This is an optimization exercise on Yosys and OpenROAD, whose aim is small area, a short achievable clock period and few clock cycles per item, not a production implementation. Only simulation tests tie the RTL to the original design; equivalence was not proved.

v6:
==> flow/design.v <==
package redmule_pkg;
  typedef enum logic [2:0] {
    MX_FMT_E4M3 = 3'b000,
    MX_FMT_E5M2 = 3'b001,
    MX_FMT_E3M2 = 3'b010,
    MX_FMT_E2M3 = 3'b011,
    MX_FMT_E2M1 = 3'b100
  } mx_format_e;
endpackage
import redmule_pkg::*;
module redmule_mx_encoder
#(
    parameter int unsigned DATA_W = 256,
    parameter int unsigned BITW = 16,
    parameter int unsigned NUM_LANES = 32
)(
    input logic                    clk_i,
    input logic                   rst_ni,
    input logic [2:0]              mx_format_i,
    input logic                  fp16_valid_i,
    output logic                 fp16_ready_o,
    input logic [NUM_LANES*BITW-1:0]       fp16_data_i,
    output logic                         mx_val_valid_o,
    input  logic                         mx_val_ready_i,
    output logic [DATA_W-1:0]            mx_val_data_o,
    output logic                         mx_exp_valid_o,
    input  logic                         mx_exp_ready_i,
    output logic [7:0]                   mx_exp_data_o
);
localparam int unsigned ELEM_WIDTH = 8;
logic f_e5m2, f_e3m2, f_e2m3, f_e2m1, f_e4m3;
assign f_e5m2 = (mx_format_i == MX_FMT_E5M2);
assign f_e3m2 = (mx_format_i == MX_FMT_E3M2);
assign f_e2m3 = (mx_format_i == MX_FMT_E2M3);
assign f_e2m1 = (mx_format_i == MX_FMT_E2M1);
assign f_e4m3 = !(f_e5m2 || f_e3m2 || f_e2m3 || f_e2m1);
logic mb3, mb2, mb1;
assign mb3 = f_e4m3 | f_e2m3;
assign mb2 = f_e5m2 | f_e3m2;
assign mb1 = f_e2m1;
logic sp7, sp5, sp3;
assign sp7 = f_e4m3 | f_e5m2;
assign sp5 = f_e3m2 | f_e2m3;
assign sp3 = f_e2m1;
logic [4:0] elim;
logic [6:0] mc, ic, ovf;
always_comb begin
  unique case (1'b1)
    f_e5m2: begin elim = 5'd30; mc = 7'h7B; ic = 7'h7C; ovf = 7'h7C; end
    f_e3m2: begin elim = 5'd6;  mc = 7'h1B; ic = 7'h1C; ovf = 7'h1C; end
    f_e2m3: begin elim = 5'd3;  mc = 7'h1F; ic = 7'h1F; ovf = 7'h20; end
    f_e2m1: begin elim = 5'd3;  mc = 7'h07; ic = 7'h07; ovf = 7'h08; end
    default: begin elim = 5'd14; mc = 7'h77; ic = 7'h78; ovf = 7'h78; end
  endcase
end
logic [4:0] emax;
logic [NUM_LANES-1:0] cand [6];
always_comb begin
  for (int l = 0; l < NUM_LANES; l++)
    cand[5][l] = ~&fp16_data_i[BITW*l+10 +: 5];
  for (int b = 4; b >= 0; b--) begin
    logic [NUM_LANES-1:0] hit;
    for (int l = 0; l < NUM_LANES; l++)
      hit[l] = cand[b+1][l] & fp16_data_i[BITW*l+10+b];
    emax[b] = |hit;
    cand[b] = emax[b] ? hit : cand[b+1];
  end
end
logic [7:0] scale;
always_comb begin
  logic [7:0] off;
  unique case (1'b1)
    f_e5m2:         off = 8'd97;    
    f_e3m2:         off = 8'd109;   
    f_e2m3, f_e2m1: off = 8'd110;   
    default:        off = 8'd105;   
  endcase
  scale = (emax == 5'd0) ? 8'd127 : ({3'b0, emax} + off);
end
logic [5:0] kd;
assign kd = {1'b0, elim} - {1'b0, emax};
logic [DATA_W-1:0] val_d;
always_comb begin
  for (int l = 0; l < NUM_LANES; l++) begin
    logic       s;
    logic [4:0] e;
    logic [9:0] m;
    logic [2:0] mt, mo;
    logic       rbit, sticky, ones, ru, cy, zero, big;
    logic [5:0] ep;        
    logic [6:0] c;         
    s = fp16_data_i[BITW*l+15];
    e = fp16_data_i[BITW*l+10 +: 5];
    m = fp16_data_i[BITW*l +: 10];
    unique case (1'b1)
      mb3:     begin mt = m[9:7];         rbit = m[6]; sticky = |m[5:0]; ones = &m[9:7]; end
      mb2:     begin mt = {1'b0, m[9:8]}; rbit = m[7]; sticky = |m[6:0]; ones = &m[9:8]; end
      default: begin mt = {2'b0, m[9]};   rbit = m[8]; sticky = |m[7:0]; ones = m[9];   end
    endcase
    ru = rbit & (sticky | mt[0]) & !(ones && cand[0][l]);
    cy = ru & ones;
    mo = mt + {2'b0, ru};
    ep   = {1'b0, e} + kd + {5'b0, cy};
    big  = &e;
    zero = (e == 5'd0) || ep[5] || (ep[4:0] == 5'd0) || (cy && ep[4:0] == 5'd1);
    unique case (1'b1)
      mb3:     c = {ep[3:0], mo[2:0]};
      mb2:     c = {ep[4:0], mo[1:0]};
      default: c = {4'b0, ep[1:0], mo[0]};
    endcase
    if (big) c = ic | {6'b0, |m};
    if (zero && !big) val_d[ELEM_WIDTH*l +: ELEM_WIDTH] = {s, 7'b0};
    else val_d[ELEM_WIDTH*l +: ELEM_WIDTH] =
        {s & sp7, c[6] & sp7, c[5] | (s & sp5), c[4], c[3] | (s & sp3), c[2:0]};
  end
end
logic              v_q;
logic [DATA_W-1:0] val_q;
logic [7:0]        scale_q;
logic              load;
assign fp16_ready_o = !v_q || (mx_val_ready_i && mx_exp_ready_i);
assign load         = fp16_valid_i && fp16_ready_o;
always_ff @(posedge clk_i or negedge rst_ni) begin
  if (!rst_ni) v_q <= 1'b0;
  else if (fp16_ready_o) v_q <= fp16_valid_i;
end
always_ff @(posedge clk_i) begin
  if (load) begin
    val_q   <= val_d;
    scale_q <= scale;
  end
end
assign mx_val_valid_o = v_q;
assign mx_exp_valid_o = v_q;
assign mx_val_data_o  = val_q;
assign mx_exp_data_o  = scale_q;
endmodule
Settings: LEC_CHECK=0, ABC_AREA=1, CAP_MARGIN=10, CORE_MARGIN=2, CORE_UTILIZATION=40, CTS_CLUSTER_DIAMETER=100, CTS_CLUSTER_SIZE=20, PLACE_DENSITY=0.6, SLEW_MARGIN=10; clock period 66.0 ns.
standard.sh (not shown) runs the stock make flow with config.mk's settings and CLKGATE_MAP_FILE= SYNTH_SCRIPT=/design/flow/synth_recipe.tcl, a recipe that flattens the netlist after the stock synthesis.
==> flow/flow/run.sh <==
#!/bin/bash
# Own layout flow: the standard synthesis, then the combinational logic is
# re-mapped for area (flip-flops untouched), then the standard layout from
# that netlist. Each tool's output goes to a log file in this folder.
set -euo pipefail
HERE=$(pwd)
FLOWDIR=$HERE/flow
R=$HERE/orfs/results/$FLOW_PLATFORM/redmule_mx_encoder/base
P=$FLOW_HOME/platforms/$FLOW_PLATFORM
LIB=$P/lib/sky130_fd_sc_hd__tt_025C_1v80.lib

bash standard.sh synth > $HERE/log_1_standard_synth.log 2>&1

cp $R/1_2_yosys.v $HERE/standard_netlist.v
DONTUSE=$(grep -A60 "^export DONT_USE_CELLS" $P/config.mk | sed -n '1,/^$/p' | grep -o "sky130_fd_sc_hd__[a-z0-9_]*" | sed 's/^/-dont_use /' | tr '\n' ' ')
printf 'set_driving_cell sky130_fd_sc_hd__buf_1\nset_load 5\n' > $HERE/reopt.constr
sed -e "s#{LIB}#$LIB#g" -e "s#{IN}#$HERE/standard_netlist.v#" -e "s#{TOP}#$FLOW_TOP#g" \
    -e "s#{ABCSCRIPT}#$FLOWDIR/reopt.abc#" -e "s#{CONSTR}#$HERE/reopt.constr#" \
    -e "s#{DONTUSE}#$DONTUSE#" -e "s#{STAT}#$HERE/reopt_stat.txt#" -e "s#{OUT}#$HERE/reopt_netlist.v#" \
    $FLOWDIR/reopt.ys > $HERE/reopt_run.ys
yosys -s $HERE/reopt_run.ys > $HERE/log_2_reopt_yosys.log 2>&1
cp $HERE/reopt_netlist.v $R/1_2_yosys.v

bash standard.sh do-1_synth > $HERE/log_3_synth_odb.log 2>&1
export BUFFER_PORTS_ARGS="-buffer_cell sky130_fd_sc_hd__buf_1"
bash standard.sh finish > $HERE/log_4_layout.log 2>&1
==> flow/flow/reopt.abc <==
strash
dch -f
amap
strash
dch -f
amap
topo
==> flow/flow/reopt.ys <==
# Re-map the combinational logic of the standard synthesis for area.
# Flip-flops (and tie cells) stay the instances standard synthesis made,
# with their names and cell types; all other cells are flattened to their
# library functions and mapped again by ABC with an area-only script.
read_liberty -ignore_miss_func {LIB}
read_verilog {IN}
hierarchy -top {TOP}
setattr -mod -set keep_hierarchy 1 sky130_fd_sc_hd__*df* sky130_fd_sc_hd__conb*
flatten
opt -purge
select {TOP}
abc -script {ABCSCRIPT} -liberty {LIB} -constr {CONSTR} {DONTUSE}
opt_clean -purge
tee -o {STAT} stat -liberty {LIB}
write_verilog -noattr -noexpr -nohex -nodec -selected {OUT}
v6 finished all stages; the layout is clean.
Testbench counts of v6, summed over its fixed seeds: cycles 2,056, items 2,048.
### v6 -> v7
Settings: a change of CAP_MARGIN from 10 to 20; a change of PLACE_DENSITY from 0.6 to 0.7; a change of SLEW_MARGIN from 10 to 20; a change of CORE_UTILIZATION from 40 to 55.
Findings:
For v7, the flow was terminated by a tool error in I/O pin placement (3_2_place_iop) and produced no final design. On post-synthesis instance area, v7 and v6 are neck and neck. As far as synthesized cell count is concerned, v7 and v6 perform about the same. Post-synthesis net count came out exactly the same in v7 and v6. When the final numbers for v7 and v6 were put side by side, the cell row count turned out to be greater in v6. Sort v7 and v6 by initial core utilization, descending, and v7 comes first. Taking v6 as 1.0, v7 lands at 0.855 on width of the die. Against v6, v7 reports a vertical die dimension that is lower.

static timing again, ports no longer ideal:
The flow's constraints put no driver on any port. The routed layout listed below was extracted and timed again, unchanged, in two steps. Step 1 sets driving cells, clkbuf_16 on the clock port and buf_2 on the other inputs (assumed; they add their load-dependent delay and slew). Step 2, shift: input delay + t, output delay - t, t = (earliest + latest rising clock arrival at the registers) / 2. This alone moves slack from input paths to output paths. Slacks: ideal ports / drivers / drivers and shift; pairs: ideal ports / drivers.
run: v6
shift t [ns]: 0.633
setup slack, ns: 39.004 / 39.033 / 38.400
worst hold slack (ns): 0.656 / 0.656 / 0.656
worst slew at a driven data input, ns: 0.15
After both steps v6 still meets setup and hold. The setup slack of v6 moves by +0.029 ns with the drivers and by -0.604 ns with both steps.
